What follows belongs to an exercise in optimizing a design on an open flow for small area, a short achievable clock period and few clock cycles per item; a production flow would make more cautious choices. In this exercise RTL edits were held to simulation tests only and were not proved equivalent to the original. Power figures rest on the tool's default switching activity, not on a simulated workload.

## flow/design.v (module list and top-level ports; edited modules follow where they fit)
// module buffer_block: 48 lines
// module line_delay: 40 lines
// module convolution: 4264 lines
// module image_filter: 107 lines
module image_filter (
    input clk,
    input reset,
    input        in_valid,
    output       in_ready,
    input  [7:0] in_pixel,
    input [12:0] image_width,
    input [10:0] image_height,
    input [8:0] kernel_1,
    input [8:0] kernel_2,
    input [8:0] kernel_3,
    input [8:0] kernel_4,
    input [8:0] kernel_5,
    input [8:0] kernel_6,
    input [8:0] kernel_7,
    input [8:0] kernel_8,
    input [8:0] kernel_9,
    output       out_valid,
    output [7:0] out_pixel
);
  // ...
==> flow/run.sh <==
#!/bin/bash
# synth_recipe.tcl (not shown) runs the flow's synth.tcl, then flattens the netlist and writes it again
# the make line also repeats each setting of config.mk as NAME=value (left out here)
make -C /OpenROAD-flow-scripts/flow DESIGN_CONFIG=/design/flow/config.mk WORK_HOME=/design/flow/orfs CLKGATE_MAP_FILE= SYNTH_SCRIPT=/design/flow/synth_recipe.tcl finish
==> flow/config.mk <==
export PLATFORM = sky130hd
export DESIGN_NAME = image_filter
export DESIGN_NICKNAME = image_filter
export VERILOG_FILES = /design/flow/design.v
export SDC_FILE = /design/flow/constraint.sdc
export NUM_CORES = 4
export LEC_CHECK = 0
export CAP_MARGIN = 20
export CORE_MARGIN = 2
export CORE_UTILIZATION = 45
export CTS_CLUSTER_DIAMETER = 70
export CTS_CLUSTER_SIZE = 28
export PLACE_DENSITY = 0.6
export SLEW_MARGIN = 20
==> flow/constraint.sdc <==
create_clock -name core_clock -period 11.5 [get_ports {clk}]
set_input_delay 2.3000 -clock core_clock [delete_from_list [all_inputs] [get_ports {clk}]]
set_output_delay 2.3000 -clock core_clock [all_outputs]
set_load 0.01 [all_outputs]
==> key figures, run 1 <==
Setup path
  – Number of gates on the worst path with buffers counted: 1

Pwr
  – Final Power: 32.51 mW
  – Power spent charging and discharging nets: 8.209 mW
  – Clock-net power: 8.73 mW
  – Static power due to leakage: 51.99 nW
  – Cell internal pwr: 24.30 mW
  – Fraction of power spent switching nets: 25.25%

Yosys
  – Synth Warn #: 4
  – Synthesis-stage register bit count: 4509
  – Share of synthesized area occupied by flip-flops and latches: 85.33%
  – Compound-cell area share of the yosys netlist: 0.3591%
  – Synthesized-area fraction occupied by xor and xnor cells: 0.3898%
  – Area contributors post-synth: edfxtp_1, fa_1, dfxtp_1

STA
  – Setup repair after global routing missed its margin: false

Route
  – DRC errors left: 0
  – Post-route met1 wirelength: 114.6 mm

Outcome
  – Outcome: timing/DRC/antenna clean

Clock tree
  – CTS H-tree lvls: 4
  – Sink count of the clock tree: 4509
  – Skew-Pair Late Insertion Delay: 930 ps

Min path
  – Worst min-delay path category: reg -> reg
  – Number of cells on the worst hold path: 0

Place
  – Area after DPL: 0.1621 mm2

Cells and area
  – Area used by multi-input combinational logic: 0.01994 mm2

Global routing
  – Met2 layer usage reported by global route: 19.99%
Testbench counts, summed over its fixed seeds: cycles 44,250, items 33,706.
==> inputs of run 2 (changes only) <==
--- a/flow/design.v
+++ b/flow/design.v
@@ -2079,109 +2079,150 @@
 wire s1951;
 wire c1952;
 wire s1953;
 wire c1954;
 reg t1_0_0;
 reg t1_1_0;
 reg t1_1_1;
 reg t1_2_0;
+reg t1_2_1;
+reg t1_2_2;
 reg t1_3_0;
 reg t1_3_1;
+reg t1_3_2;
 reg t1_4_0;
 reg t1_4_1;
 reg t1_4_2;
+reg t1_4_3;
+reg t1_4_4;
+reg t1_4_5;
 reg t1_5_0;
 reg t1_5_1;
 reg t1_5_2;
 reg t1_5_3;
 reg t1_5_4;
 reg t1_5_5;
+reg t1_5_6;
+reg t1_5_7;
 reg t1_6_0;
 reg t1_6_1;
 reg t1_6_2;
 reg t1_6_3;
 reg t1_6_4;
 reg t1_6_5;
+reg t1_6_6;
+reg t1_6_7;
+reg t1_6_8;
+reg t1_6_9;
 reg t1_7_0;
 reg t1_7_1;
 reg t1_7_2;
 reg t1_7_3;
 reg t1_7_4;
 reg t1_7_5;
 reg t1_7_6;
+reg t1_7_7;
+reg t1_7_8;
+reg t1_7_9;
 reg t1_8_0;
 reg t1_8_1;
 reg t1_8_2;
 reg t1_8_3;
 reg t1_8_4;
 reg t1_8_5;
 reg t1_8_6;
 reg t1_8_7;
+reg t1_8_8;
+reg t1_8_9;
+reg t1_8_10;
+reg t1_8_11;
+reg t1_8_12;
 reg t1_9_0;
 reg t1_9_1;
 reg t1_9_2;
 reg t1_9_3;
 reg t1_9_4;
 reg t1_9_5;
 reg t1_9_6;
 reg t1_9_7;
 reg t1_9_8;
 reg t1_9_9;
+reg t1_9_10;
+reg t1_9_11;
+reg t1_9_12;
+reg t1_9_13;
 reg t1_10_0;
 reg t1_10_1;
 reg t1_10_2;
 reg t1_10_3;
 reg t1_10_4;
 reg t1_10_5;
 reg t1_10_6;
 reg t1_10_7;
 reg t1_10_8;
+reg t1_10_9;
+reg t1_10_10;
+reg t1_10_11;
+reg t1_10_12;
+reg t1_10_13;
+reg t1_10_14;
 reg t1_11_0;
 reg t1_11_1;
 reg t1_11_2;
 reg t1_11_3;
 reg t1_11_4;
 reg t1_11_5;
 reg t1_11_6;
 reg t1_11_7;
 reg t1_11_8;
+reg t1_11_9;
+reg t1_11_10;
+reg t1_11_11;
 reg t1_12_0;
 reg t1_12_1;
 reg t1_12_2;
 reg t1_12_3;
 reg t1_12_4;
 reg t1_12_5;
 reg t1_12_6;
 reg t1_12_7;
+reg t1_12_8;
+reg t1_12_9;
+reg t1_12_10;
+reg t1_12_11;
 reg t1_13_0;
 reg t1_13_1;
 reg t1_13_2;
 reg t1_13_3;
 reg t1_13_4;
 reg t1_13_5;
 reg t1_13_6;
+reg t1_13_7;
+reg t1_13_8;
 reg t1_14_0;
 reg t1_14_1;
 reg t1_14_2;
 reg t1_14_3;
 reg t1_14_4;
 reg t1_14_5;
+reg t1_14_6;
 reg t1_15_0;
 reg t1_15_1;
 reg t1_15_2;
 reg t1_15_3;
 reg t1_15_4;
+reg t1_15_5;
+reg t1_15_6;
 reg t1_16_0;
 reg t1_16_1;
 reg t1_16_2;
 reg t1_16_3;
 reg t1_17_0;
 reg t1_17_1;
-reg t1_17_2;
 reg t1_18_0;
 reg t2_0_0;
 reg t2_1_0;
 reg t2_1_1;
 reg t2_2_0;
 reg t2_3_0;
 reg t2_3_1;
 reg t2_4_0;
@@ -3888,178 +3929,178 @@
 assign s1665 = c1536 ^ c1538 ^ c1540;
 assign c1666 = (c1536 & c1538) | (c1536 & c1540) | (c1538 & c1540);
 assign s1667 = c1542 ^ s1543 ^ s1545;
 assign c1668 = (c1542 & s1543) | (c1542 & s1545) | (s1543 & s1545);
 assign s1669 = c1544 ^ c1546 ^ s1547;
 assign c1670 = (c1544 & c1546) | (c1544 & s1547) | (c1546 & s1547);
 assign s1671 = c1548 ^ c1368 ^ 1'b1;
 assign c1672 = (c1548 & c1368) | (c1548 & 1'b1) | (c1368 & 1'b1);
-assign s1673 = s1549 ^ s1095 ^ s1097;
-assign c1674 = (s1549 & s1095) | (s1549 & s1097) | (s1095 & s1097);
-assign s1675 = c1550 ^ s1551 ^ s1553;
-assign c1676 = (c1550 & s1551) | (c1550 & s1553) | (s1551 & s1553);
-assign s1677 = c1552 ^ c1554 ^ s1555;
-assign c1678 = (c1552 & c1554) | (c1552 & s1555) | (c1554 & s1555);
-assign s1679 = s1557 ^ s1559 ^ s1129;
-assign c1680 = (s1557 & s1559) | (s1557 & s1129) | (s1559 & s1129);
-assign s1681 = c1556 ^ c1558 ^ c1560;
-assign c1682 = (c1556 & c1558) | (c1556 & c1560) | (c1558 & c1560);
-assign s1683 = s1561 ^ s1563 ^ s1565;
-assign c1684 = (s1561 & s1563) | (s1561 & s1565) | (s1563 & s1565);
-assign s1685 = c1562 ^ c1564 ^ c1566;
-assign c1686 = (c1562 & c1564) | (c1562 & c1566) | (c1564 & c1566);
-assign s1687 = c1568 ^ s1569 ^ s1571;
-assign c1688 = (c1568 & s1569) | (c1568 & s1571) | (s1569 & s1571);
-assign s1689 = s1573 ^ s1575 ^ s1417;
-assign c1690 = (s1573 & s1575) | (s1573 & s1417) | (s1575 & s1417);
-assign s1691 = c1570 ^ c1572 ^ c1574;
-assign c1692 = (c1570 & c1572) | (c1570 & c1574) | (c1572 & c1574);
-assign s1693 = c1576 ^ s1577 ^ s1579;
-assign c1694 = (c1576 & s1577) | (c1576 & s1579) | (s1577 & s1579);
-assign s1695 = s1581 ^ s1583 ^ s1585;
-assign c1696 = (s1581 & s1583) | (s1581 & s1585) | (s1583 & s1585);
-assign s1697 = c1578 ^ c1580 ^ c1582;
-assign c1698 = (c1578 & c1580) | (c1578 & c1582) | (c1580 & c1582);
-assign s1699 = c1584 ^ c1586 ^ c1588;
-assign c1700 = (c1584 & c1586) | (c1584 & c1588) | (c1586 & c1588);
-assign s1701 = s1589 ^ s1591 ^ s1593;
-assign c1702 = (s1589 & s1591) | (s1589 & s1593) | (s1591 & s1593);
-assign s1703 = s1595 ^ s1597 ^ s1599;
-assign c1704 = (s1595 & s1597) | (s1595 & s1599) | (s1597 & s1599);
-assign s1705 = c1590 ^ c1592 ^ c1594;
-assign c1706 = (c1590 & c1592) | (c1590 & c1594) | (c1592 & c1594);
-assign s1707 = c1596 ^ c1598 ^ c1600;
-assign c1708 = (c1596 & c1598) | (c1596 & c1600) | (c1598 & c1600);
-assign s1709 = c1602 ^ s1603 ^ s1605;
-assign c1710 = (c1602 & s1603) | (c1602 & s1605) | (s1603 & s1605);
-assign s1711 = s1607 ^ s1609 ^ s1611;
-assign c1712 = (s1607 & s1609) | (s1607 & s1611) | (s1609 & s1611);
-assign s1713 = c1604 ^ c1606 ^ c1608;
-assign c1714 = (c1604 & c1606) | (c1604 & c1608) | (c1606 & c1608);
-assign s1715 = c1610 ^ c1612 ^ c1614;
-assign c1716 = (c1610 & c1612) | (c1610 & c1614) | (c1612 & c1614);
-assign s1717 = c1616 ^ s1617 ^ s1619;
-assign c1718 = (c1616 & s1617) | (c1616 & s1619) | (s1617 & s1619);
-assign s1719 = s1621 ^ s1623 ^ s1625;
-assign c1720 = (s1621 & s1623) | (s1621 & s1625) | (s1623 & s1625);
-assign s1721 = s1627 ^ s1495 ^ s1295;
-assign c1722 = (s1627 & s1495) | (s1627 & s1295) | (s1495 & s1295);
-assign s1723 = c1618 ^ c1620 ^ c1622;
-assign c1724 = (c1618 & c1620) | (c1618 & c1622) | (c1620 & c1622);
-assign s1725 = c1624 ^ c1626 ^ c1628;
-assign c1726 = (c1624 & c1626) | (c1624 & c1628) | (c1626 & c1628);
-assign s1727 = s1629 ^ s1631 ^ s1633;
-assign c1728 = (s1629 & s1631) | (s1629 & s1633) | (s1631 & s1633);
-assign s1729 = s1635 ^ s1637 ^ s1639;
-assign c1730 = (s1635 & s1637) | (s1635 & s1639) | (s1637 & s1639);
-assign s1731 = c1630 ^ c1632 ^ c1634;
-assign c1732 = (c1630 & c1632) | (c1630 & c1634) | (c1632 & c1634);
-assign s1733 = c1636 ^ c1638 ^ c1640;
-assign c1734 = (c1636 & c1638) | (c1636 & c1640) | (c1638 & c1640);
-assign s1735 = s1641 ^ s1643 ^ s1645;
-assign c1736 = (s1641 & s1643) | (s1641 & s1645) | (s1643 & s1645);
-assign s1737 = s1647 ^ s1649 ^ s1335;
-assign c1738 = (s1647 & s1649) | (s1647 & s1335) | (s1649 & s1335);
-assign s1739 = c1642 ^ c1644 ^ c1646;
-assign c1740 = (c1642 & c1644) | (c1642 & c1646) | (c1644 & c1646);
-assign s1741 = c1648 ^ c1650 ^ s1651;
-assign c1742 = (c1648 & c1650) | (c1648 & s1651) | (c1650 & s1651);
-assign s1743 = s1653 ^ s1655 ^ s1657;
-assign c1744 = (s1653 & s1655) | (s1653 & s1657) | (s1655 & s1657);
-assign s1745 = c1652 ^ c1654 ^ c1656;
-assign c1746 = (c1652 & c1654) | (c1652 & c1656) | (c1654 & c1656);
-assign s1747 = c1658 ^ s1659 ^ s1661;
-assign c1748 = (c1658 & s1659) | (c1658 & s1661) | (s1659 & s1661);
-assign s1749 = c1660 ^ c1662 ^ c1664;
-assign c1750 = (c1660 & c1662) | (c1660 & c1664) | (c1662 & c1664);
-assign s1751 = s1665 ^ s1667 ^ s1363;
-assign c1752 = (s1665 & s1667) | (s1665 & s1363) | (s1667 & s1363);
-assign s1753 = c1666 ^ c1668 ^ s1669;
-assign c1754 = (c1666 & c1668) | (c1666 & s1669) | (c1668 & s1669);
-assign s1755 = t1_4_0 ^ t1_4_1 ^ t1_4_2;
-assign c1756 = (t1_4_0 & t1_4_1) | (t1_4_0 & t1_4_2) | (t1_4_1 & t1_4_2);
-assign s1757 = t1_5_0 ^ t1_5_1 ^ t1_5_2;
-assign c1758 = (t1_5_0 & t1_5_1) | (t1_5_0 & t1_5_2) | (t1_5_1 & t1_5_2);
-assign s1759 = t1_5_3 ^ t1_5_4 ^ t1_5_5;
-assign c1760 = (t1_5_3 & t1_5_4) | (t1_5_3 & t1_5_5) | (t1_5_4 & t1_5_5);
-assign s1761 = t1_6_0 ^ t1_6_1 ^ t1_6_2;
-assign c1762 = (t1_6_0 & t1_6_1) | (t1_6_0 & t1_6_2) | (t1_6_1 & t1_6_2);
-assign s1763 = t1_6_3 ^ t1_6_4 ^ t1_6_5;
-assign c1764 = (t1_6_3 & t1_6_4) | (t1_6_3 & t1_6_5) | (t1_6_4 & t1_6_5);
-assign s1765 = t1_7_0 ^ t1_7_1 ^ t1_7_2;
-assign c1766 = (t1_7_0 & t1_7_1) | (t1_7_0 & t1_7_2) | (t1_7_1 & t1_7_2);
-assign s1767 = t1_7_3 ^ t1_7_4 ^ t1_7_5;
-assign c1768 = (t1_7_3 & t1_7_4) | (t1_7_3 & t1_7_5) | (t1_7_4 & t1_7_5);
-assign s1769 = t1_8_0 ^ t1_8_1 ^ t1_8_2;
-assign c1770 = (t1_8_0 & t1_8_1) | (t1_8_0 & t1_8_2) | (t1_8_1 & t1_8_2);
-assign s1771 = t1_8_3 ^ t1_8_4 ^ t1_8_5;
-assign c1772 = (t1_8_3 & t1_8_4) | (t1_8_3 & t1_8_5) | (t1_8_4 & t1_8_5);
-assign s1773 = t1_9_0 ^ t1_9_1 ^ t1_9_2;
-assign c1774 = (t1_9_0 & t1_9_1) | (t1_9_0 & t1_9_2) | (t1_9_1 & t1_9_2);
-assign s1775 = t1_9_3 ^ t1_9_4 ^ t1_9_5;
-assign c1776 = (t1_9_3 & t1_9_4) | (t1_9_3 & t1_9_5) | (t1_9_4 & t1_9_5);
-assign s1777 = t1_9_6 ^ t1_9_7 ^ t1_9_8;
-assign c1778 = (t1_9_6 & t1_9_7) | (t1_9_6 & t1_9_8) | (t1_9_7 & t1_9_8);
-assign s1779 = t1_10_0 ^ t1_10_1 ^ t1_10_2;
-assign c1780 = (t1_10_0 & t1_10_1) | (t1_10_0 & t1_10_2) | (t1_10_1 & t1_10_2);
-assign s1781 = t1_10_3 ^ t1_10_4 ^ t1_10_5;
-assign c1782 = (t1_10_3 & t1_10_4) | (t1_10_3 & t1_10_5) | (t1_10_4 & t1_10_5);
-assign s1783 = t1_10_6 ^ t1_10_7 ^ t1_10_8;
-assign c1784 = (t1_10_6 & t1_10_7) | (t1_10_6 & t1_10_8) | (t1_10_7 & t1_10_8);
-assign s1785 = t1_11_0 ^ t1_11_1 ^ t1_11_2;
-assign c1786 = (t1_11_0 & t1_11_1) | (t1_11_0 & t1_11_2) | (t1_11_1 & t1_11_2);
-assign s1787 = t1_11_3 ^ t1_11_4 ^ t1_11_5;
-assign c1788 = (t1_11_3 & t1_11_4) | (t1_11_3 & t1_11_5) | (t1_11_4 & t1_11_5);
-assign s1789 = t1_11_6 ^ t1_11_7 ^ t1_11_8;
-assign c1790 = (t1_11_6 & t1_11_7) | (t1_11_6 & t1_11_8) | (t1_11_7 & t1_11_8);
-assign s1791 = t1_12_0 ^ t1_12_1 ^ t1_12_2;
-assign c1792 = (t1_12_0 & t1_12_1) | (t1_12_0 & t1_12_2) | (t1_12_1 & t1_12_2);
-assign s1793 = t1_12_3 ^ t1_12_4 ^ t1_12_5;
-assign c1794 = (t1_12_3 & t1_12_4) | (t1_12_3 & t1_12_5) | (t1_12_4 & t1_12_5);
-assign s1795 = t1_13_0 ^ t1_13_1 ^ t1_13_2;
-assign c1796 = (t1_13_0 & t1_13_1) | (t1_13_0 & t1_13_2) | (t1_13_1 & t1_13_2);
-assign s1797 = t1_13_3 ^ t1_13_4 ^ t1_13_5;
-assign c1798 = (t1_13_3 & t1_13_4) | (t1_13_3 & t1_13_5) | (t1_13_4 & t1_13_5);
-assign s1799 = t1_14_0 ^ t1_14_1 ^ t1_14_2;
-assign c1800 = (t1_14_0 & t1_14_1) | (t1_14_0 & t1_14_2) | (t1_14_1 & t1_14_2);
-assign s1801 = t1_14_3 ^ t1_14_4 ^ t1_14_5;
-assign c1802 = (t1_14_3 & t1_14_4) | (t1_14_3 & t1_14_5) | (t1_14_4 & t1_14_5);
-assign s1803 = t1_15_0 ^ t1_15_1 ^ t1_15_2;
-assign c1804 = (t1_15_0 & t1_15_1) | (t1_15_0 & t1_15_2) | (t1_15_1 & t1_15_2);
-assign s1805 = t1_16_0 ^ t1_16_1 ^ t1_16_2;
-assign c1806 = (t1_16_0 & t1_16_1) | (t1_16_0 & t1_16_2) | (t1_16_1 & t1_16_2);
-assign s1807 = t1_17_0 ^ t1_17_1 ^ t1_17_2;
-assign c1808 = (t1_17_0 & t1_17_1) | (t1_17_0 & t1_17_2) | (t1_17_1 & t1_17_2);
+assign s1673 = t1_2_0 ^ t1_2_1 ^ t1_2_2;
+assign c1674 = (t1_2_0 & t1_2_1) | (t1_2_0 & t1_2_2) | (t1_2_1 & t1_2_2);
+assign s1675 = t1_3_0 ^ t1_3_1 ^ t1_3_2;
+assign c1676 = (t1_3_0 & t1_3_1) | (t1_3_0 & t1_3_2) | (t1_3_1 & t1_3_2);
+assign s1677 = t1_4_0 ^ t1_4_1 ^ t1_4_2;
+assign c1678 = (t1_4_0 & t1_4_1) | (t1_4_0 & t1_4_2) | (t1_4_1 & t1_4_2);
+assign s1679 = t1_4_3 ^ t1_4_4 ^ t1_4_5;
+assign c1680 = (t1_4_3 & t1_4_4) | (t1_4_3 & t1_4_5) | (t1_4_4 & t1_4_5);
+assign s1681 = t1_5_0 ^ t1_5_1 ^ t1_5_2;
+assign c1682 = (t1_5_0 & t1_5_1) | (t1_5_0 & t1_5_2) | (t1_5_1 & t1_5_2);
+assign s1683 = t1_5_3 ^ t1_5_4 ^ t1_5_5;
+assign c1684 = (t1_5_3 & t1_5_4) | (t1_5_3 & t1_5_5) | (t1_5_4 & t1_5_5);
+assign s1685 = t1_6_0 ^ t1_6_1 ^ t1_6_2;
+assign c1686 = (t1_6_0 & t1_6_1) | (t1_6_0 & t1_6_2) | (t1_6_1 & t1_6_2);
+assign s1687 = t1_6_3 ^ t1_6_4 ^ t1_6_5;
+assign c1688 = (t1_6_3 & t1_6_4) | (t1_6_3 & t1_6_5) | (t1_6_4 & t1_6_5);
+assign s1689 = t1_6_6 ^ t1_6_7 ^ t1_6_8;
+assign c1690 = (t1_6_6 & t1_6_7) | (t1_6_6 & t1_6_8) | (t1_6_7 & t1_6_8);
+assign s1691 = t1_7_0 ^ t1_7_1 ^ t1_7_2;
+assign c1692 = (t1_7_0 & t1_7_1) | (t1_7_0 & t1_7_2) | (t1_7_1 & t1_7_2);
+assign s1693 = t1_7_3 ^ t1_7_4 ^ t1_7_5;
+assign c1694 = (t1_7_3 & t1_7_4) | (t1_7_3 & t1_7_5) | (t1_7_4 & t1_7_5);
+assign s1695 = t1_7_6 ^ t1_7_7 ^ t1_7_8;
+assign c1696 = (t1_7_6 & t1_7_7) | (t1_7_6 & t1_7_8) | (t1_7_7 & t1_7_8);
+assign s1697 = t1_8_0 ^ t1_8_1 ^ t1_8_2;
+assign c1698 = (t1_8_0 & t1_8_1) | (t1_8_0 & t1_8_2) | (t1_8_1 & t1_8_2);
+assign s1699 = t1_8_3 ^ t1_8_4 ^ t1_8_5;
+assign c1700 = (t1_8_3 & t1_8_4) | (t1_8_3 & t1_8_5) | (t1_8_4 & t1_8_5);
+assign s1701 = t1_8_6 ^ t1_8_7 ^ t1_8_8;
+assign c1702 = (t1_8_6 & t1_8_7) | (t1_8_6 & t1_8_8) | (t1_8_7 & t1_8_8);
+assign s1703 = t1_8_9 ^ t1_8_10 ^ t1_8_11;
+assign c1704 = (t1_8_9 & t1_8_10) | (t1_8_9 & t1_8_11) | (t1_8_10 & t1_8_11);
+assign s1705 = t1_9_0 ^ t1_9_1 ^ t1_9_2;
+assign c1706 = (t1_9_0 & t1_9_1) | (t1_9_0 & t1_9_2) | (t1_9_1 & t1_9_2);
+assign s1707 = t1_9_3 ^ t1_9_4 ^ t1_9_5;
+assign c1708 = (t1_9_3 & t1_9_4) | (t1_9_3 & t1_9_5) | (t1_9_4 & t1_9_5);
+assign s1709 = t1_9_6 ^ t1_9_7 ^ t1_9_8;
+assign c1710 = (t1_9_6 & t1_9_7) | (t1_9_6 & t1_9_8) | (t1_9_7 & t1_9_8);
+assign s1711 = t1_9_9 ^ t1_9_10 ^ t1_9_11;
+assign c1712 = (t1_9_9 & t1_9_10) | (t1_9_9 & t1_9_11) | (t1_9_10 & t1_9_11);
+assign s1713 = t1_10_0 ^ t1_10_1 ^ t1_10_2;
+assign c1714 = (t1_10_0 & t1_10_1) | (t1_10_0 & t1_10_2) | (t1_10_1 & t1_10_2);
+assign s1715 = t1_10_3 ^ t1_10_4 ^ t1_10_5;
+assign c1716 = (t1_10_3 & t1_10_4) | (t1_10_3 & t1_10_5) | (t1_10_4 & t1_10_5);
+assign s1717 = t1_10_6 ^ t1_10_7 ^ t1_10_8;
+assign c1718 = (t1_10_6 & t1_10_7) | (t1_10_6 & t1_10_8) | (t1_10_7 & t1_10_8);
+assign s1719 = t1_10_9 ^ t1_10_10 ^ t1_10_11;
+assign c1720 = (t1_10_9 & t1_10_10) | (t1_10_9 & t1_10_11) | (t1_10_10 & t1_10_11);
+assign s1721 = t1_10_12 ^ t1_10_13 ^ t1_10_14;
+assign c1722 = (t1_10_12 & t1_10_13) | (t1_10_12 & t1_10_14) | (t1_10_13 & t1_10_14);
+assign s1723 = t1_11_0 ^ t1_11_1 ^ t1_11_2;
+assign c1724 = (t1_11_0 & t1_11_1) | (t1_11_0 & t1_11_2) | (t1_11_1 & t1_11_2);
+assign s1725 = t1_11_3 ^ t1_11_4 ^ t1_11_5;
+assign c1726 = (t1_11_3 & t1_11_4) | (t1_11_3 & t1_11_5) | (t1_11_4 & t1_11_5);
+assign s1727 = t1_11_6 ^ t1_11_7 ^ t1_11_8;
+assign c1728 = (t1_11_6 & t1_11_7) | (t1_11_6 & t1_11_8) | (t1_11_7 & t1_11_8);
+assign s1729 = t1_11_9 ^ t1_11_10 ^ t1_11_11;
+assign c1730 = (t1_11_9 & t1_11_10) | (t1_11_9 & t1_11_11) | (t1_11_10 & t1_11_11);
+assign s1731 = t1_12_0 ^ t1_12_1 ^ t1_12_2;
+assign c1732 = (t1_12_0 & t1_12_1) | (t1_12_0 & t1_12_2) | (t1_12_1 & t1_12_2);
+assign s1733 = t1_12_3 ^ t1_12_4 ^ t1_12_5;
+assign c1734 = (t1_12_3 & t1_12_4) | (t1_12_3 & t1_12_5) | (t1_12_4 & t1_12_5);
+assign s1735 = t1_12_6 ^ t1_12_7 ^ t1_12_8;
+assign c1736 = (t1_12_6 & t1_12_7) | (t1_12_6 & t1_12_8) | (t1_12_7 & t1_12_8);
+assign s1737 = t1_12_9 ^ t1_12_10 ^ t1_12_11;
+assign c1738 = (t1_12_9 & t1_12_10) | (t1_12_9 & t1_12_11) | (t1_12_10 & t1_12_11);
+assign s1739 = t1_13_0 ^ t1_13_1 ^ t1_13_2;
+assign c1740 = (t1_13_0 & t1_13_1) | (t1_13_0 & t1_13_2) | (t1_13_1 & t1_13_2);
+assign s1741 = t1_13_3 ^ t1_13_4 ^ t1_13_5;
+assign c1742 = (t1_13_3 & t1_13_4) | (t1_13_3 & t1_13_5) | (t1_13_4 & t1_13_5);
+assign s1743 = t1_13_6 ^ t1_13_7 ^ t1_13_8;
+assign c1744 = (t1_13_6 & t1_13_7) | (t1_13_6 & t1_13_8) | (t1_13_7 & t1_13_8);
+assign s1745 = t1_14_0 ^ t1_14_1 ^ t1_14_2;
+assign c1746 = (t1_14_0 & t1_14_1) | (t1_14_0 & t1_14_2) | (t1_14_1 & t1_14_2);
+assign s1747 = t1_14_3 ^ t1_14_4 ^ t1_14_5;
+assign c1748 = (t1_14_3 & t1_14_4) | (t1_14_3 & t1_14_5) | (t1_14_4 & t1_14_5);
+assign s1749 = t1_15_0 ^ t1_15_1 ^ t1_15_2;
+assign c1750 = (t1_15_0 & t1_15_1) | (t1_15_0 & t1_15_2) | (t1_15_1 & t1_15_2);
+assign s1751 = t1_15_3 ^ t1_15_4 ^ t1_15_5;
+assign c1752 = (t1_15_3 & t1_15_4) | (t1_15_3 & t1_15_5) | (t1_15_4 & t1_15_5);
+assign s1753 = t1_16_0 ^ t1_16_1 ^ t1_16_2;
+assign c1754 = (t1_16_0 & t1_16_1) | (t1_16_0 & t1_16_2) | (t1_16_1 & t1_16_2);
+assign s1755 = c1676 ^ s1677 ^ s1679;
+assign c1756 = (c1676 & s1677) | (c1676 & s1679) | (s1677 & s1679);
+assign s1757 = c1678 ^ c1680 ^ s1681;
+assign c1758 = (c1678 & c1680) | (c1678 & s1681) | (c1680 & s1681);
+assign s1759 = s1683 ^ t1_5_6 ^ t1_5_7;
+assign c1760 = (s1683 & t1_5_6) | (s1683 & t1_5_7) | (t1_5_6 & t1_5_7);
+assign s1761 = c1682 ^ c1684 ^ s1685;
+assign c1762 = (c1682 & c1684) | (c1682 & s1685) | (c1684 & s1685);
+assign s1763 = s1687 ^ s1689 ^ t1_6_9;
+assign c1764 = (s1687 & s1689) | (s1687 & t1_6_9) | (s1689 & t1_6_9);
+assign s1765 = c1686 ^ c1688 ^ c1690;
+assign c1766 = (c1686 & c1688) | (c1686 & c1690) | (c1688 & c1690);
+assign s1767 = s1691 ^ s1693 ^ s1695;
+assign c1768 = (s1691 & s1693) | (s1691 & s1695) | (s1693 & s1695);
+assign s1769 = c1692 ^ c1694 ^ c1696;
+assign c1770 = (c1692 & c1694) | (c1692 & c1696) | (c1694 & c1696);
+assign s1771 = s1697 ^ s1699 ^ s1701;
+assign c1772 = (s1697 & s1699) | (s1697 & s1701) | (s1699 & s1701);
+assign s1773 = c1698 ^ c1700 ^ c1702;
+assign c1774 = (c1698 & c1700) | (c1698 & c1702) | (c1700 & c1702);
+assign s1775 = c1704 ^ s1705 ^ s1707;
+assign c1776 = (c1704 & s1705) | (c1704 & s1707) | (s1705 & s1707);
+assign s1777 = s1709 ^ s1711 ^ t1_9_12;
+assign c1778 = (s1709 & s1711) | (s1709 & t1_9_12) | (s1711 & t1_9_12);
+assign s1779 = c1706 ^ c1708 ^ c1710;
+assign c1780 = (c1706 & c1708) | (c1706 & c1710) | (c1708 & c1710);
+assign s1781 = c1712 ^ s1713 ^ s1715;
+assign c1782 = (c1712 & s1713) | (c1712 & s1715) | (s1713 & s1715);
+assign s1783 = s1717 ^ s1719 ^ s1721;
+assign c1784 = (s1717 & s1719) | (s1717 & s1721) | (s1719 & s1721);
+assign s1785 = c1714 ^ c1716 ^ c1718;
+assign c1786 = (c1714 & c1716) | (c1714 & c1718) | (c1716 & c1718);
+assign s1787 = c1720 ^ c1722 ^ s1723;
+assign c1788 = (c1720 & c1722) | (c1720 & s1723) | (c1722 & s1723);
+assign s1789 = s1725 ^ s1727 ^ s1729;
+assign c1790 = (s1725 & s1727) | (s1725 & s1729) | (s1727 & s1729);
+assign s1791 = c1724 ^ c1726 ^ c1728;
+assign c1792 = (c1724 & c1726) | (c1724 & c1728) | (c1726 & c1728);
+assign s1793 = c1730 ^ s1731 ^ s1733;
+assign c1794 = (c1730 & s1731) | (c1730 & s1733) | (s1731 & s1733);
+assign s1795 = c1732 ^ c1734 ^ c1736;
+assign c1796 = (c1732 & c1734) | (c1732 & c1736) | (c1734 & c1736);
+assign s1797 = c1738 ^ s1739 ^ s1741;
+assign c1798 = (c1738 & s1739) | (c1738 & s1741) | (s1739 & s1741);
+assign s1799 = c1740 ^ c1742 ^ c1744;
+assign c1800 = (c1740 & c1742) | (c1740 & c1744) | (c1742 & c1744);
+assign s1801 = s1745 ^ s1747 ^ t1_14_6;
+assign c1802 = (s1745 & s1747) | (s1745 & t1_14_6) | (s1747 & t1_14_6);
+assign s1803 = c1746 ^ c1748 ^ s1749;
+assign c1804 = (c1746 & c1748) | (c1746 & s1749) | (c1748 & s1749);
+assign s1805 = c1750 ^ c1752 ^ s1753;
+assign c1806 = (c1750 & c1752) | (c1750 & s1753) | (c1752 & s1753);
+assign s1807 = c1754 ^ t1_17_0 ^ t1_17_1;
+assign c1808 = (c1754 & t1_17_0) | (c1754 & t1_17_1) | (t1_17_0 & t1_17_1);
 assign s1809 = c1756 ^ s1757 ^ s1759;
 assign c1810 = (c1756 & s1757) | (c1756 & s1759) | (s1757 & s1759);
 assign s1811 = c1758 ^ c1760 ^ s1761;
 assign c1812 = (c1758 & c1760) | (c1758 & s1761) | (c1760 & s1761);
 assign s1813 = c1762 ^ c1764 ^ s1765;
 assign c1814 = (c1762 & c1764) | (c1762 & s1765) | (c1764 & s1765);
 assign s1815 = c1766 ^ c1768 ^ s1769;
 assign c1816 = (c1766 & c1768) | (c1766 & s1769) | (c1768 & s1769);
-assign s1817 = s1771 ^ t1_8_6 ^ t1_8_7;
-assign c1818 = (s1771 & t1_8_6) | (s1771 & t1_8_7) | (t1_8_6 & t1_8_7);
+assign s1817 = s1771 ^ s1703 ^ t1_8_12;
+assign c1818 = (s1771 & s1703) | (s1771 & t1_8_12) | (s1703 & t1_8_12);
 assign s1819 = c1770 ^ c1772 ^ s1773;
 assign c1820 = (c1770 & c1772) | (c1770 & s1773) | (c1772 & s1773);
-assign s1821 = s1775 ^ s1777 ^ t1_9_9;
-assign c1822 = (s1775 & s1777) | (s1775 & t1_9_9) | (s1777 & t1_9_9);
+assign s1821 = s1775 ^ s1777 ^ t1_9_13;
+assign c1822 = (s1775 & s1777) | (s1775 & t1_9_13) | (s1777 & t1_9_13);
 assign s1823 = c1774 ^ c1776 ^ c1778;
 assign c1824 = (c1774 & c1776) | (c1774 & c1778) | (c1776 & c1778);
 assign s1825 = s1779 ^ s1781 ^ s1783;
 assign c1826 = (s1779 & s1781) | (s1779 & s1783) | (s1781 & s1783);
 assign s1827 = c1780 ^ c1782 ^ c1784;
 assign c1828 = (c1780 & c1782) | (c1780 & c1784) | (c1782 & c1784);
 assign s1829 = s1785 ^ s1787 ^ s1789;
 assign c1830 = (s1785 & s1787) | (s1785 & s1789) | (s1787 & s1789);
 assign s1831 = c1786 ^ c1788 ^ c1790;
 assign c1832 = (c1786 & c1788) | (c1786 & c1790) | (c1788 & c1790);
-assign s1833 = s1791 ^ s1793 ^ t1_12_6;
-assign c1834 = (s1791 & s1793) | (s1791 & t1_12_6) | (s1793 & t1_12_6);
+assign s1833 = s1791 ^ s1793 ^ s1735;
+assign c1834 = (s1791 & s1793) | (s1791 & s1735) | (s1793 & s1735);
 assign s1835 = c1792 ^ c1794 ^ s1795;
 assign c1836 = (c1792 & c1794) | (c1792 & s1795) | (c1794 & s1795);
 assign s1837 = c1796 ^ c1798 ^ s1799;
 assign c1838 = (c1796 & c1798) | (c1796 & s1799) | (c1798 & s1799);
 assign s1839 = c1800 ^ c1802 ^ s1803;
 assign c1840 = (c1800 & c1802) | (c1800 & s1803) | (c1802 & s1803);
 assign s1841 = c1804 ^ s1805 ^ t1_16_3;
 assign c1842 = (c1804 & s1805) | (c1804 & t1_16_3) | (s1805 & t1_16_3);
@@ -4078,18 +4119,18 @@
 assign s1855 = c1824 ^ c1826 ^ s1827;
 assign c1856 = (c1824 & c1826) | (c1824 & s1827) | (c1826 & s1827);
 assign s1857 = c1828 ^ c1830 ^ s1831;
 assign c1858 = (c1828 & c1830) | (c1828 & s1831) | (c1830 & s1831);
 assign s1859 = c1832 ^ c1834 ^ s1835;
 assign c1860 = (c1832 & c1834) | (c1832 & s1835) | (c1834 & s1835);
 assign s1861 = c1836 ^ s1837 ^ s1801;
 assign c1862 = (c1836 & s1837) | (c1836 & s1801) | (s1837 & s1801);
-assign s1863 = c1838 ^ s1839 ^ t1_15_3;
-assign c1864 = (c1838 & s1839) | (c1838 & t1_15_3) | (s1839 & t1_15_3);
+assign s1863 = c1838 ^ s1839 ^ s1751;
+assign c1864 = (c1838 & s1839) | (c1838 & s1751) | (s1839 & s1751);
 assign s1865 = c1840 ^ s1841 ^ 1'b1;
 assign c1866 = (c1840 & s1841) | (c1840 & 1'b1) | (s1841 & 1'b1);
 assign s1867 = c1842 ^ c1806 ^ s1807;
 assign c1868 = (c1842 & c1806) | (c1842 & s1807) | (c1806 & s1807);
 assign s1869 = t2_12_0 ^ t2_12_1;
 assign c1870 = t2_12_0 & t2_12_1;
 assign s1871 = t2_13_0 ^ t2_13_1 ^ t2_13_2;
 assign c1872 = (t2_13_0 & t2_13_1) | (t2_13_0 & t2_13_2) | (t2_13_1 & t2_13_2);
@@ -4193,147 +4234,188 @@
         v4 <= v3;
         v5 <= v4;
     end
 end
 always @(posedge clk) begin
     t1_0_0 <= s1081;
     t1_1_0 <= s1369;
     t1_1_1 <= s1087;
-    t1_2_0 <= s1673;
-    t1_3_0 <= c1674;
-    t1_3_1 <= s1675;
-    t1_4_0 <= c1676;
-    t1_4_1 <= s1677;
-    t1_4_2 <= s1679;
-    t1_5_0 <= c1678;
-    t1_5_1 <= c1680;
-    t1_5_2 <= s1681;
-    t1_5_3 <= s1683;
-    t1_5_4 <= s1567;
-    t1_5_5 <= s1151;
-    t1_6_0 <= c1682;
-    t1_6_1 <= c1684;
-    t1_6_2 <= s1685;
-    t1_6_3 <= s1687;
-    t1_6_4 <= s1689;
-    t1_6_5 <= s1419;
-    t1_7_0 <= c1686;
-    t1_7_1 <= c1688;
-    t1_7_2 <= c1690;
-    t1_7_3 <= s1691;
-    t1_7_4 <= s1693;
-    t1_7_5 <= s1695;
-    t1_7_6 <= s1587;
-    t1_8_0 <= c1692;
-    t1_8_1 <= c1694;
-    t1_8_2 <= c1696;
-    t1_8_3 <= s1697;
-    t1_8_4 <= s1699;
-    t1_8_5 <= s1701;
-    t1_8_6 <= s1703;
-    t1_8_7 <= s1601;
-    t1_9_0 <= c1698;
-    t1_9_1 <= c1700;
-    t1_9_2 <= c1702;
-    t1_9_3 <= c1704;
-    t1_9_4 <= s1705;
-    t1_9_5 <= s1707;
-    t1_9_6 <= s1709;
-    t1_9_7 <= s1711;
-    t1_9_8 <= s1613;
-    t1_9_9 <= s1615;
-    t1_10_0 <= c1706;
-    t1_10_1 <= c1708;
-    t1_10_2 <= c1710;
-    t1_10_3 <= c1712;
-    t1_10_4 <= s1713;
-    t1_10_5 <= s1715;
-    t1_10_6 <= s1717;
-    t1_10_7 <= s1719;
-    t1_10_8 <= s1721;
-    t1_11_0 <= c1714;
-    t1_11_1 <= c1716;
-    t1_11_2 <= c1718;
-    t1_11_3 <= c1720;
-    t1_11_4 <= c1722;
-    t1_11_5 <= s1723;
-    t1_11_6 <= s1725;
-    t1_11_7 <= s1727;
-    t1_11_8 <= s1729;
-    t1_12_0 <= c1724;
-    t1_12_1 <= c1726;
-    t1_12_2 <= c1728;
-    t1_12_3 <= c1730;
-    t1_12_4 <= s1731;
-    t1_12_5 <= s1733;
-    t1_12_6 <= s1735;
-    t1_12_7 <= s1737;
-    t1_13_0 <= c1732;
-    t1_13_1 <= c1734;
-    t1_13_2 <= c1736;
-    t1_13_3 <= c1738;
-    t1_13_4 <= s1739;
-    t1_13_5 <= s1741;
-    t1_13_6 <= s1743;
-    t1_14_0 <= c1740;
-    t1_14_1 <= c1742;
-    t1_14_2 <= c1744;
-    t1_14_3 <= s1745;
-    t1_14_4 <= s1747;
-    t1_14_5 <= s1663;
-    t1_15_0 <= c1746;
-    t1_15_1 <= c1748;
-    t1_15_2 <= s1749;
-    t1_15_3 <= s1751;
-    t1_15_4 <= s1365;
-    t1_16_0 <= c1750;
-    t1_16_1 <= c1752;
-    t1_16_2 <= s1753;
+    t1_2_0 <= s1549;
+    t1_2_1 <= s1095;
+    t1_2_2 <= s1097;
+    t1_3_0 <= c1550;
+    t1_3_1 <= s1551;
+    t1_3_2 <= s1553;
+    t1_4_0 <= c1552;
+    t1_4_1 <= c1554;
+    t1_4_2 <= s1555;
+    t1_4_3 <= s1557;
+    t1_4_4 <= s1559;
+    t1_4_5 <= s1129;
+    t1_5_0 <= c1556;
+    t1_5_1 <= c1558;
+    t1_5_2 <= c1560;
+    t1_5_3 <= s1561;
+    t1_5_4 <= s1563;
+    t1_5_5 <= s1565;
+    t1_5_6 <= s1567;
+    t1_5_7 <= s1151;
+    t1_6_0 <= c1562;
+    t1_6_1 <= c1564;
+    t1_6_2 <= c1566;
+    t1_6_3 <= c1568;
+    t1_6_4 <= s1569;
+    t1_6_5 <= s1571;
+    t1_6_6 <= s1573;
+    t1_6_7 <= s1575;
+    t1_6_8 <= s1417;
+    t1_6_9 <= s1419;
+    t1_7_0 <= c1570;
+    t1_7_1 <= c1572;
+    t1_7_2 <= c1574;
+    t1_7_3 <= c1576;
+    t1_7_4 <= s1577;
+    t1_7_5 <= s1579;
+    t1_7_6 <= s1581;
+    t1_7_7 <= s1583;
+    t1_7_8 <= s1585;
+    t1_7_9 <= s1587;
+    t1_8_0 <= c1578;
+    t1_8_1 <= c1580;
+    t1_8_2 <= c1582;
+    t1_8_3 <= c1584;
+    t1_8_4 <= c1586;
+    t1_8_5 <= c1588;
+    t1_8_6 <= s1589;
+    t1_8_7 <= s1591;
+    t1_8_8 <= s1593;
+    t1_8_9 <= s1595;
+    t1_8_10 <= s1597;
+    t1_8_11 <= s1599;
+    t1_8_12 <= s1601;
+    t1_9_0 <= c1590;
+    t1_9_1 <= c1592;
+    t1_9_2 <= c1594;
+    t1_9_3 <= c1596;
+    t1_9_4 <= c1598;
+    t1_9_5 <= c1600;
+    t1_9_6 <= c1602;
+    t1_9_7 <= s1603;
+    t1_9_8 <= s1605;
+    t1_9_9 <= s1607;
+    t1_9_10 <= s1609;
+    t1_9_11 <= s1611;
+    t1_9_12 <= s1613;
+    t1_9_13 <= s1615;
+    t1_10_0 <= c1604;
+    t1_10_1 <= c1606;
+    t1_10_2 <= c1608;
+    t1_10_3 <= c1610;
+    t1_10_4 <= c1612;
+    t1_10_5 <= c1614;
+    t1_10_6 <= c1616;
+    t1_10_7 <= s1617;
+    t1_10_8 <= s1619;
+    t1_10_9 <= s1621;
+    t1_10_10 <= s1623;
+    t1_10_11 <= s1625;
+    t1_10_12 <= s1627;
+    t1_10_13 <= s1495;
+    t1_10_14 <= s1295;
+    t1_11_0 <= c1618;
+    t1_11_1 <= c1620;
+    t1_11_2 <= c1622;
+    t1_11_3 <= c1624;
+    t1_11_4 <= c1626;
+    t1_11_5 <= c1628;
+    t1_11_6 <= s1629;
+    t1_11_7 <= s1631;
+    t1_11_8 <= s1633;
+    t1_11_9 <= s1635;
+    t1_11_10 <= s1637;
+    t1_11_11 <= s1639;
+    t1_12_0 <= c1630;
+    t1_12_1 <= c1632;
+    t1_12_2 <= c1634;
+    t1_12_3 <= c1636;
+    t1_12_4 <= c1638;
+    t1_12_5 <= c1640;
+    t1_12_6 <= s1641;
+    t1_12_7 <= s1643;
+    t1_12_8 <= s1645;
+    t1_12_9 <= s1647;
+    t1_12_10 <= s1649;
+    t1_12_11 <= s1335;
+    t1_13_0 <= c1642;
+    t1_13_1 <= c1644;
+    t1_13_2 <= c1646;
+    t1_13_3 <= c1648;
+    t1_13_4 <= c1650;
+    t1_13_5 <= s1651;
+    t1_13_6 <= s1653;
+    t1_13_7 <= s1655;
+    t1_13_8 <= s1657;
+    t1_14_0 <= c1652;
+    t1_14_1 <= c1654;
+    t1_14_2 <= c1656;
+    t1_14_3 <= c1658;
+    t1_14_4 <= s1659;
+    t1_14_5 <= s1661;
+    t1_14_6 <= s1663;
+    t1_15_0 <= c1660;
+    t1_15_1 <= c1662;
+    t1_15_2 <= c1664;
+    t1_15_3 <= s1665;
+    t1_15_4 <= s1667;
+    t1_15_5 <= s1363;
+    t1_15_6 <= s1365;
+    t1_16_0 <= c1666;
+    t1_16_1 <= c1668;
+    t1_16_2 <= s1669;
     t1_16_3 <= s1367;
-    t1_17_0 <= c1754;
-    t1_17_1 <= c1670;
-    t1_17_2 <= s1671;
+    t1_17_0 <= c1670;
+    t1_17_1 <= s1671;
     t1_18_0 <= c1672;
     t2_0_0 <= t1_0_0;
     t2_1_0 <= t1_1_0;
     t2_1_1 <= t1_1_1;
-    t2_2_0 <= t1_2_0;
-    t2_3_0 <= t1_3_0;
-    t2_3_1 <= t1_3_1;
+    t2_2_0 <= s1673;
+    t2_3_0 <= c1674;
+    t2_3_1 <= s1675;
     t2_4_0 <= s1755;
     t2_5_0 <= s1809;
     t2_6_0 <= s1845;
     t2_7_0 <= c1846;
     t2_7_1 <= s1847;
-    t2_7_2 <= t1_7_6;
+    t2_7_2 <= t1_7_9;
     t2_8_0 <= c1848;
     t2_8_1 <= s1849;
     t2_9_0 <= c1850;
     t2_9_1 <= s1851;
     t2_9_2 <= s1821;
     t2_10_0 <= c1852;
     t2_10_1 <= s1853;
     t2_10_2 <= s1825;
     t2_11_0 <= c1854;
     t2_11_1 <= s1855;
     t2_11_2 <= s1829;
     t2_12_0 <= c1856;
     t2_12_1 <= s1857;
     t2_12_2 <= s1833;
-    t2_12_3 <= t1_12_7;
+    t2_12_3 <= s1737;
     t2_13_0 <= c1858;
     t2_13_1 <= s1859;
     t2_13_2 <= s1797;
-    t2_13_3 <= t1_13_6;
+    t2_13_3 <= s1743;
     t2_14_0 <= c1860;
     t2_14_1 <= s1861;
     t2_15_0 <= c1862;
     t2_15_1 <= s1863;
-    t2_15_2 <= t1_15_4;
+    t2_15_2 <= t1_15_6;
     t2_16_0 <= c1864;
     t2_16_1 <= s1865;
     t2_17_0 <= c1866;
     t2_17_1 <= s1867;
     t2_18_0 <= c1868;
     t2_18_1 <= s1843;
     t2_19_0 <= c1844;
     sum <= row_a + row_b;
==> flow/config.mk (replaced) <==
export PLATFORM = sky130hd
export DESIGN_NAME = image_filter
export DESIGN_NICKNAME = image_filter
export VERILOG_FILES = /design/flow/design.v
export SDC_FILE = /design/flow/constraint.sdc
export NUM_CORES = 4
export LEC_CHECK = 0
export CAP_MARGIN = 20
export CORE_MARGIN = 2
export CORE_UTILIZATION = 45
export CTS_CLUSTER_DIAMETER = 80
export CTS_CLUSTER_SIZE = 32
export PLACE_DENSITY = 0.6
export SLEW_MARGIN = 20
==> run 2 against run 1 <==
Net effect:
- count of clock-buffer cells in the layout fell by 41
- total power is 1.5% higher
- synthesized area rose by 0.68%
- worst setup slack got worse by 150 ps
- core utilization fell by 0.39 points
- still clean
==> key figures, run 2 <==
Pwr
  – Cell internal pwr: 24.32 mW (was 24.30 mW)
  – Fraction of power spent switching nets: 26.30% (was 25.25%)
  – Static power due to leakage: 51.92 nW (was 51.99 nW)
  – Power spent charging and discharging nets: 8.681 mW (was 8.209 mW)
  – Maximum vdd ir drop: 0.2252 mV (was 0.1527 mV)
  – Fraction of power consumed by combinational cells: 17.2% (was 14.6%)
  – Power per unit of standard cell area: 195.3 mW/mm2 (was 192.4 mW/mm2)
  – Sequential share of power: 58.4% (was 58.5%)
  – Clock power share: 24.5% (was 26.9%)

Clock tree
  – Setup repair bufs after CTS: 0 (unchanged)
  – CTS H-tree lvls: 4 (unchanged)
  – Clock transition at the register clock pins on the worst setup and hold paths after CTS: 110 ps (was 100 ps)
  – Post-cts hold buffer count: 0 (unchanged)
  – Clock tree from TritonCTS: done (unchanged)
  – Sink count of the clock tree: 4550 (was 4509)
  – Inserted Clock Buffers: 184 (was 211)
  – Clock Path Buffers: 4 (unchanged)
  – Clock tree root buffer cell: clkbuf_16 (unchanged)
  – Skew-Pair Late Insertion Delay: 920 ps (was 930 ps)
  – Quantity of gates resized following cts: 0 (unchanged)

Cells and area
  – Most common cell after layout, fill and taps aside: edfxtp_1 (unchanged)
  – Filler instances: 27380 (was 27290)
  – Registers with the most flip-flops: buffer_unit.line_a.s7: 1024 flops, buffer_unit.line_b.s7: 1024 flops (unchanged)
  – Number of non-filler instances in the completed layout: 12040 (was 11990)
  – Share of post-route cells with drive strength above 1: 5.852% (was 6.440%)
  – Fin nets: 8159 (was 8099)
  – Leading cell types in the layout, fill and taps excluded: edfxtp_1, inv_1, fa_1 (unchanged)
  – Layout-stage area growth over the synthesis result: 8.239% (was 8.986%)

Yosys
  – Average size of a mapped cell: 22.02 um2 (was 22.16 um2)
  – Main flop type after synthesis: edfxtp_1 (unchanged)
  – Synthesis-stage register bit count: 4550 (was 4509)
  – Synth Warn #: 4 (unchanged)
  – Post-Synthesis Net Count: 7896 (was 7803)
  – Leading cell type by number of instances after synthesis: edfxtp_1 (unchanged)
  – Post-synth cell types: 54 (unchanged)
  – Asr flop ratio synth: 0.6374% (was 0.6432%)
  – Post-synth top area share: 80.49% (was 81.04%)
  – Cell taking the most area after synthesis: edfxtp_1 (unchanged)
  – Share of synthesized area occupied by flip-flops and latches: 85.27% (was 85.33%)
  – Area contributors post-synth: edfxtp_1, fa_1, dfxtp_1 (unchanged)
  – Post-Synthesis Cells: 7089 (was 6996)
  – Leading cell types by count after synthesis: edfxtp_1, inv_1, fa_1 (unchanged)
  – Number of synthesized flops with an enable pin: 4184 (unchanged)
  – Cell area after synthesis: 0.1561 mm2 (was 0.1550 mm2)

Die
  – Site row count: 216 (was 215)
  – Height of the chip: 593.0 um (was 591.0 um)
  – Chip width: 593.0 um (was 591.0 um)
  – Initial Utilization: 45.16% (was 45.20%)
  – Area inside the core boundary: 0.3457 mm2 (was 0.3430 mm2)
  – Area of the die: 0.3516 mm2 (was 0.3493 mm2)
  – Number of placed I/O pins: 126 (unchanged)

Setup path
  – Worst path cell trace: clkdlybuf4s50_1 (unchanged)
  – Endpoint arrival time on the critical path: 1960 ps (was 1810 ps)
  – Cells on worst reg2reg path: 3 (was 9)
  – Required time reported for the critical path endpoint: 9200 ps (about the same)
  – Number of gates on the worst path with buffers counted: 1 (unchanged)
  – Critical path endpoint category: output pin (unchanged)
  – Delay of the slowest critical-path stage: 610 ps (was 540 ps)
  – Origin of the critical flop-to-flop path: pix_vld (was buffer_unit.b2[4])
  – Highest net fanout along the worst path: 1 (unchanged)
  – Start-to-end type of the worst setup path: reg -> out (unchanged)
  – Worst path slowest cell: clkdlybuf4s50_1 (unchanged)
  – Delay-heaviest family, CP: buffers and inverters (unchanged)
  – CP Launch Type: register (unchanged)
  – Number of buffer and inverter stages on the critical path: 1 (unchanged)
  – Worst setup path startpoint: conv_unit.v5 (was conv_unit.out[4])

Route
  – Via density per instance: 4.796 (was 4.762)
  – Post-route met1 wirelength: 114.0 mm (was 114.6 mm)
  – Met2 WL: 107.5 mm (was 105.7 mm)
  – Final wirelength: 238.5 mm (was 237.5 mm)
  – Antenna-violating nets left: 0 (unchanged)
  – Highest Signal Layer: met5 (was met4)
  – DRC errors left: 0 (unchanged)
  – Total length of routed met3 wires: 10.53 mm (was 10.44 mm)
  – Violation count after the first detailed-route iteration: 5690 (was 5621)
  – Length of the first detailed-routing pass in iterations: 6 (was 5)
  – Average detailed-routed wire length per instance: 19.81 um (was 19.80 um)
  – Via count: 57740 (was 57120)

STA
  – Final setup TNS: 0 ps (unchanged)
  – Final worst-path cycle share: 37.08% (was 35.73%)
  – Transition time at the pin with the least slew margin: 1273 ps (was 1126 ps)
  – Setup repair after global routing missed its margin: false (unchanged)
  – Count of final max-slew check failures: 0 (unchanged)
  – Final number of hold-violating endpoints: 0 (unchanged)
  – Number of setup violations in the final report: 0 (unchanged)
  – Worst relative slew slack: 15.11% (was 24.96%)
  – Final critical path time including I/O delays and setup: 4264 ps (was 4109 ps)
  – Final setup skew: 59.84 ps (was 56.09 ps)
  – Maximum operating frequency: 234.5 MHz (was 243.4 MHz)

Global routing
  – Number of antenna violations at the first check in global routing: 13 (was 15)
  – Pin count of the biggest net entering global routing: 211 (was 227)
  – Number of global-route vias before repair: 59120 (was 57770)
  – Combined global-route utilization of all metal layers: 13.69% (was 13.68%)
  – First-pass GRT wire length: 364.6 mm (was 362.3 mm)
  – Congestion Overflow GR: 0 (unchanged)

Flow run
  – Max-cap check violation count: 0 (unchanged)

Place
  – Routability-driven placement congestion ratio: 0.8383 (was 0.8164)
  – Quantity of I/O buffers inserted on ports: 121 (unchanged)
  – Placed instance count: 11740 (was 11630)
  – Detailed-placement wirelength estimate: 150.9 mm (was 148.1 mm)

Min path
  – Launch point of the worst hold path: conv_unit.t1_15_6 (was conv_unit.t1_1_0)
  – Number of cells on the worst hold path: 0 (unchanged)
  – Worst min-delay path category: reg -> reg (unchanged)

Outcome
  – Outcome: timing/DRC/antenna clean (unchanged)
-- run 2: final timing paths --
check / endpoint / slack [ps]
hold / removal: conv_unit.t2_15_2 / 330
min in group asynchronous: cnt_rows[7] / 1400
setup / recovery: out_valid / 7240
hold reg to reg: conv_unit.t2_15_2 / 330
setup reg to reg: buffer_unit.line_a.s7[783] / 7350
max in group asynchronous: pix_vld / 9570
-- run 2: cell families (layout without fill, tap and decap cells) --
kind of cell | count (synthesis) | after routing | synth area share (%)
DFF | 4550 | 4550 | 85.27
and+or+nand+nor | 794 | 794 | 2.461
buffers and inverters | 759 | 1121 | 1.863
adders and majority gates | 691 | 691 | 8.544
muxes | 129 | 129 | 1.074
AOI/OAI and AO/OA | 99 | 99 | 0.4120
xor gates and xnor gates | 66 | 66 | 0.3703
other | 1 | 11 | 0.002402
-- run 2: power by group through the flow --
stage               sequential, mW  clock, mW  combinational [mW]
finish                        19.3       8.07                5.66
global route                  19.4       8.94                6.50
CTS                           19.3       8.46                5.85
detailed placement            19.7          0                5.82
global placement              19.6          0                5.77
floorplan                     20.4          0                3.39
-- run 2: cell type report --
class | instances | area (um2) | share of cell area, %
Inverter | 667 | 2504 | 1.482
Multi-Input combinational cell | 1780 | 20080 | 11.89
Timing Repair Buffer | 169 | 1737 | 1.028
Sequential cell | 4550 | 133100 | 78.79
Antenna cell | 10 | 25.02 | 0.01481
Tap cell | 4578 | 5728 | 3.390
Clock buffer | 217 | 4791 | 2.835
Clock inverter | 68 | 977.2 | 0.5783
-- run 2: routing by layer --
layer  GRT usage (%)  vias to the layer above
li1                -                    25910
met1           20.89                    30600
met2           20.43                      923
met3           2.357                      306
met4           3.796                        2
met5               0                        -
-- run 2: metrics by stage --
step	total power [mW]	instance area, um2	setup slack, ps	hold slack [ps]	util [%]
after floorplan	23.83	156100	-21230	309.6	-
after global placement	25.41	163200	7596	320.5	47.20
after detailed placement	25.47	163200	7471	313.8	47.20
after CTS	33.59	168900	7025	326.6	48.87
after global routing	34.79	169000	7066	331.8	48.88
final	33.01	169000	7236	328.1	48.88
Testbench counts of run 2, summed over its fixed seeds: cycles 44,250, items 33,706.
==> inputs of run 3 (changes only) <==
==> flow/flow/run.sh (new file) <==
#!/bin/bash
set -euo pipefail
MARGIN=${MARGIN:-7.75}
bash standard.sh \
  "SYNTH_ARGS=-noabc" \
  "BUFFER_PORTS_ARGS=-buffer_cell sky130_fd_sc_hd__buf_2" \
  "PRE_RESIZE_TCL=$PWD/flow/pre_resize.tcl" \
  "SETUP_SLACK_MARGIN=$MARGIN" \
  "CTS_ARGS=-sink_clustering_enable -repair_clock_nets -sink_clustering_size 28 -sink_clustering_max_diameter 70 -dont_use_dummy_load" \
  finish > flow_make.log 2>&1
==> flow/flow/pre_resize.tcl (new file) <==
# Fanout limit for repair_design, so that high-fanout nets (the line buffer
# shift enable) get a balanced buffer tree. Timing constraints are unchanged.
set_max_fanout 32 [current_design]
==> flow/standard.sh (new file) <==
#!/bin/bash
# synth_recipe.tcl (not shown) runs the flow's synth.tcl, then flattens the netlist and writes it again
# the make line also repeats each setting of config.mk as NAME=value (left out here)
make -C /OpenROAD-flow-scripts/flow DESIGN_CONFIG=/design/flow/config.mk WORK_HOME=/design/flow/orfs CLKGATE_MAP_FILE= SYNTH_SCRIPT=/design/flow/synth_recipe.tcl "${@:-finish}"
--- a/flow/config.mk
+++ b/flow/config.mk
@@ -8,7 +8,7 @@
 export CAP_MARGIN = 20
 export CORE_MARGIN = 2
 export CORE_UTILIZATION = 45
-export CTS_CLUSTER_DIAMETER = 80
-export CTS_CLUSTER_SIZE = 32
+export CTS_CLUSTER_DIAMETER = 70
+export CTS_CLUSTER_SIZE = 28
 export PLACE_DENSITY = 0.6
 export SLEW_MARGIN = 20
removed: flow/run.sh
==> run 3 against run 2 <==
Net effect:
- critical path type unchanged
- critical path depth stayed put
- hold slack got worse by 1.9 ps
- sequential power hardly changed
- largest cell class unchanged
- synthesized cell count is 7.1% lower
- via count down 1.8%
- sequential share of layout area is 0.47 points higher
- highest routed layer unchanged
- count of clock-buffer cells in the layout shrank 5
- clock skew up 77 ps
- synthesized area decreased by 0.73%
- register-to-register slack gained 610 ps
- routed wire length increased by 1.9%
- non-clock buffer count increased by 136
- still clean
==> key figures, run 3 <==
Setup path
  – Number of buffer and inverter stages on the critical path: 1 (unchanged)
  – CP Launch Type: register (unchanged)
  – Endpoint arrival time on the critical path: 1430 ps (was 1960 ps)
  – Worst path cell trace: buf_2 (was clkdlybuf4s50_1)
  – Highest net fanout along the worst path: 2 (was 1)
  – Delay-heaviest family, CP: flip-flops (was buffers and inverters)
  – Required time reported for the critical path endpoint: 9200 ps (about the same)
  – Critical path endpoint category: output pin (unchanged)
  – Delay of the slowest critical-path stage: 370 ps (was 610 ps)
  – Worst path slowest cell: dfrtp_1 (was clkdlybuf4s50_1)
  – Start-to-end type of the worst setup path: reg -> out (unchanged)

Die
  – Initial Utilization: 45.18% (was 45.16%)
  – Area inside the core boundary: 0.3430 mm2 (was 0.3457 mm2)
  – Site row count: 215 (was 216)
  – Chip width: 590.8 um (was 593.0 um)
  – Area of the die: 0.3491 mm2 (was 0.3516 mm2)
  – Number of placed I/O pins: 126 (unchanged)
  – Height of the chip: 590.8 um (was 593.0 um)

Cells and area
  – Registers with the most flip-flops: buffer_unit.line_a.s7: 1024 flops, buffer_unit.line_b.s7: 1024 flops (unchanged)
  – Leading cell types in the layout, fill and taps excluded: edfxtp_1, fa_1, and2_1 (was edfxtp_1, inv_1, fa_1)
  – Layout-stage area growth over the synthesis result: 8.410% (was 8.239%)
  – Fin nets: 7874 (was 8159)
  – Share of post-route cells with drive strength above 1: 9.262% (was 5.852%)
  – Most common cell after layout, fill and taps aside: edfxtp_1 (unchanged)
  – Final Instance Area: 0.1680 mm2 (was 0.1690 mm2)

Pwr
  – Fraction of power consumed by combinational cells: 16.5% (was 17.2%)
  – Cell internal pwr: 24.48 mW (was 24.32 mW)
  – Sequential share of power: 59.3% (was 58.4%)
  – Power per unit of standard cell area: 193.9 mW/mm2 (was 195.3 mW/mm2)
  – Power spent charging and discharging nets: 8.101 mW (was 8.681 mW)
  – Static power due to leakage: 51.02 nW (was 51.92 nW)
  – Clock power share: 24.2% (was 24.5%)
  – Fraction of power spent switching nets: 24.86% (was 26.30%)
  – Maximum vdd ir drop: 0.2381 mV (was 0.2252 mV)

STA
  – Final worst-path cycle share: 32.47% (was 37.08%)
  – Final critical path time including I/O delays and setup: 3734 ps (was 4264 ps)
  – Setup repair after global routing missed its margin: true (was false)
  – Worst relative slew slack: 36.34% (was 15.11%)
  – Maximum operating frequency: 267.8 MHz (was 234.5 MHz)
  – Final setup TNS: 0 ps (unchanged)
  – Final setup skew: 136.8 ps (was 59.84 ps)
  – Transition time at the pin with the least slew margin: 952.0 ps (was 1273 ps)
  – Count of final max-slew check failures: 0 (unchanged)
  – Number of setup violations in the final report: 0 (unchanged)
  – Final number of hold-violating endpoints: 0 (unchanged)

Flow run
  – Max-cap check violation count: 0 (unchanged)

Yosys
  – Asr flop ratio synth: 0.6374% (unchanged)
  – Share of synthesized area occupied by flip-flops and latches: 85.90% (was 85.27%)
  – Synth Warn #: 4 (unchanged)
  – Leading cell type by number of instances after synthesis: edfxtp_1 (unchanged)
  – Post-Synthesis Cells: 6588 (was 7089)
  – Synthesis-stage register bit count: 4550 (unchanged)
  – Leading cell types by count after synthesis: edfxtp_1, fa_1, and2_1 (was edfxtp_1, inv_1, fa_1)
  – Cell taking the most area after synthesis: edfxtp_1 (unchanged)
  – Area contributors post-synth: edfxtp_1, fa_1, dfxtp_1 (unchanged)
  – Post-synth cell types: 61 (was 54)
  – Number of synthesized flops with an enable pin: 4184 (unchanged)
  – Post-Synthesis Net Count: 7399 (was 7896)
  – Cell area after synthesis: 0.1550 mm2 (was 0.1561 mm2)
  – Main flop type after synthesis: edfxtp_1 (unchanged)
  – Post-synth top area share: 81.08% (was 80.49%)
  – Average size of a mapped cell: 23.52 um2 (was 22.02 um2)

Place
  – Detailed-placement wirelength estimate: 157.9 mm (was 150.9 mm)
  – Area after DPL: 0.1625 mm2 (was 0.1632 mm2)
  – Quantity of I/O buffers inserted on ports: 121 (unchanged)
  – Routability-driven placement congestion ratio: 0.8035 (was 0.8383)

Clock tree
  – Setup repair bufs after CTS: 0 (unchanged)
  – Inserted Clock Buffers: 212 (was 184)
  – CTS H-tree lvls: 4 (unchanged)
  – Clock Path Buffers: 4 (unchanged)
  – Skew-Pair Late Insertion Delay: 950 ps (was 920 ps)
  – Clock tree from TritonCTS: done (unchanged)
  – Clock tree root buffer cell: clkbuf_16 (unchanged)
  – Sink count of the clock tree: 4550 (unchanged)
  – Post-cts hold buffer count: 0 (unchanged)
  – Clock transition at the register clock pins on the worst setup and hold paths after CTS: 100 ps (was 110 ps)

Route
  – Antenna-violating nets left: 0 (unchanged)
  – Violation count after the first detailed-route iteration: 4793 (was 5690)
  – Via count: 56670 (was 57740)
  – Average detailed-routed wire length per instance: 20.88 um (was 19.81 um)
  – DRC errors left: 0 (unchanged)
  – Length of the first detailed-routing pass in iterations: 7 (was 6)
  – Final wirelength: 243.0 mm (was 238.5 mm)
  – Via density per instance: 4.869 (was 4.796)

Global routing
  – Pin count of the biggest net entering global routing: 33 (was 211)
  – Congestion Overflow GR: 0 (unchanged)
  – Number of global-route vias before repair: 58300 (was 59120)
  – Number of antenna violations at the first check in global routing: 17 (was 13)
  – First-pass GRT wire length: 368.5 mm (was 364.6 mm)
  – Combined global-route utilization of all metal layers: 13.98% (was 13.69%)

Outcome
  – Outcome: timing/DRC/antenna clean (unchanged)

Min path
  – Worst min-delay path category: reg -> reg (unchanged)
run 3: cell types whose count changed after synthesis, sizes merged, moves of 5 or more:
cell    before  now
o21bai       2    8
xor2        39   30
or3          1    6
nand3       15    9
nand2      417  147
xnor2       27   34
clkbuf      77   27
nand2b      12    7
and2       265  534
nor3        14   19
inv        667  217
run 3: worst paths after layout:
| check | start | endpoint | slack [ps] | cells past startpoint |
|---|---|---|---|---|
| max | ready | in_ready | 7770 | 1 |
| min | buffer_unit.line_b.s7[0] | buffer_unit.line_b.s7[8] | 330 | 0 |
| max reg2reg | pix_vld | buffer_unit.line_a.s7[243] | 7960 | 7 |
| min reg2reg | buffer_unit.line_b.s7[0] | buffer_unit.line_b.s7[8] | 330 | 0 |
| max in group asynchronous | reset | pix_vld | 9610 | 1 |
| min in group asynchronous | reset | ready | 1400 | 1 |
run 3: final cells by class:
cell class	instances	area, um2
Fill cell	27090	175000
Antenna cell	22	55.05
Sequential cell	4550	133100
Inverter	217	814.5
Tap cell	4557	5702
Timing Repair Buffer	305	2178
Clock buffer	212	5305
Multi-Input combinational cell	1777	20800
run 3: routing by layer:
metal  global-route usage (%)  vias to the layer above  wire length (um)
met3                    1.764                      310              8941
met1                    21.22                    30240            115600
met5                        0                        -                 8
met2                    21.59                      874            112500
met4                    3.676                        2              6047
li1                         -                    25250                 -
run 3: cells by family after synthesis:
kind of cell,after synthesis,share of synthesized area (%)
fa+ha+maj,695,8.649
compound gates,98,0.4183
xor+xnor,64,0.3617
mux,132,1.102
other cells,1,0.002420
buf+inv,261,0.6758
simple gates,787,2.887
flops,4550,85.90
run 3: power by group through the flow:
| stage | sequential, mW | clock (mW) | combinational, mW |
|---|---|---|---|
| final | 19.3 | 7.88 | 5.38 |
| after global routing | 19.4 | 8.74 | 6.12 |
| after CTS | 19.3 | 8.25 | 5.62 |
| after detailed placement | 19.7 | 0 | 5.57 |
| after global placement | 19.7 | 0 | 5.46 |
| after floorplan | 20.5 | 0 | 3.22 |
run 3: through the flow:
stage / setup WS (ps) / power, mW / hold WS [ps] / utilization (%) / cells
finish: 7766 / 32.58 / 326.3 / 48.98 / 11640
global route: 7675 / 34.27 / 334.8 / 48.97 / 11630
CTS: 7652 / 33.22 / 316.5 / 48.96 / 11620
detailed placement: 3598 / 25.29 / 315.4 / 47.37 / 11410
global placement: 7976 / 25.15 / 317.1 / 47.09 / 11260
floorplan: -20710 / 23.69 / 309.6 / - / 6588
run 3: repair_timing:
action | 4_1_cts | 5_1_grt
gates cloned | 0 | 0
endpoints found under the setup margin | 2556 | 739
gates resized for setup | 169 | 22

==> separate check: timing with driven ports <==
Ports are ideal in the flow. The routed layouts listed here were re-timed in OpenROAD. Step 1 sets driving cells, clkbuf_16 on the clock port and buf_2 on the other inputs (assumed; they add their load-dependent delay and slew). Step 2 times the ports against the registers' clock, not the clock port: input delays grow and output delays shrink by t, the midpoint of the rising clock arrivals with the driver on. a / b / c = no drivers / after step 1 / after step 2; a / b = the first two.
run	t (ns)	setup WS [ns]	clock arrival spread, ns	worst slew at a driven data input, ns	pins driven straight from the clock port
run 1	1.000	7.391 / 7.289 / 7.490	0.069 / 0.069	0.04	1
run 2	1.004	7.236 / 7.129 / 7.353	0.075 / 0.076	0.07	1
run 3	0.981	7.766 / 7.663 / 7.959	0.150 / 0.151	0.05	1
After both steps setup and hold are still met in every run listed.
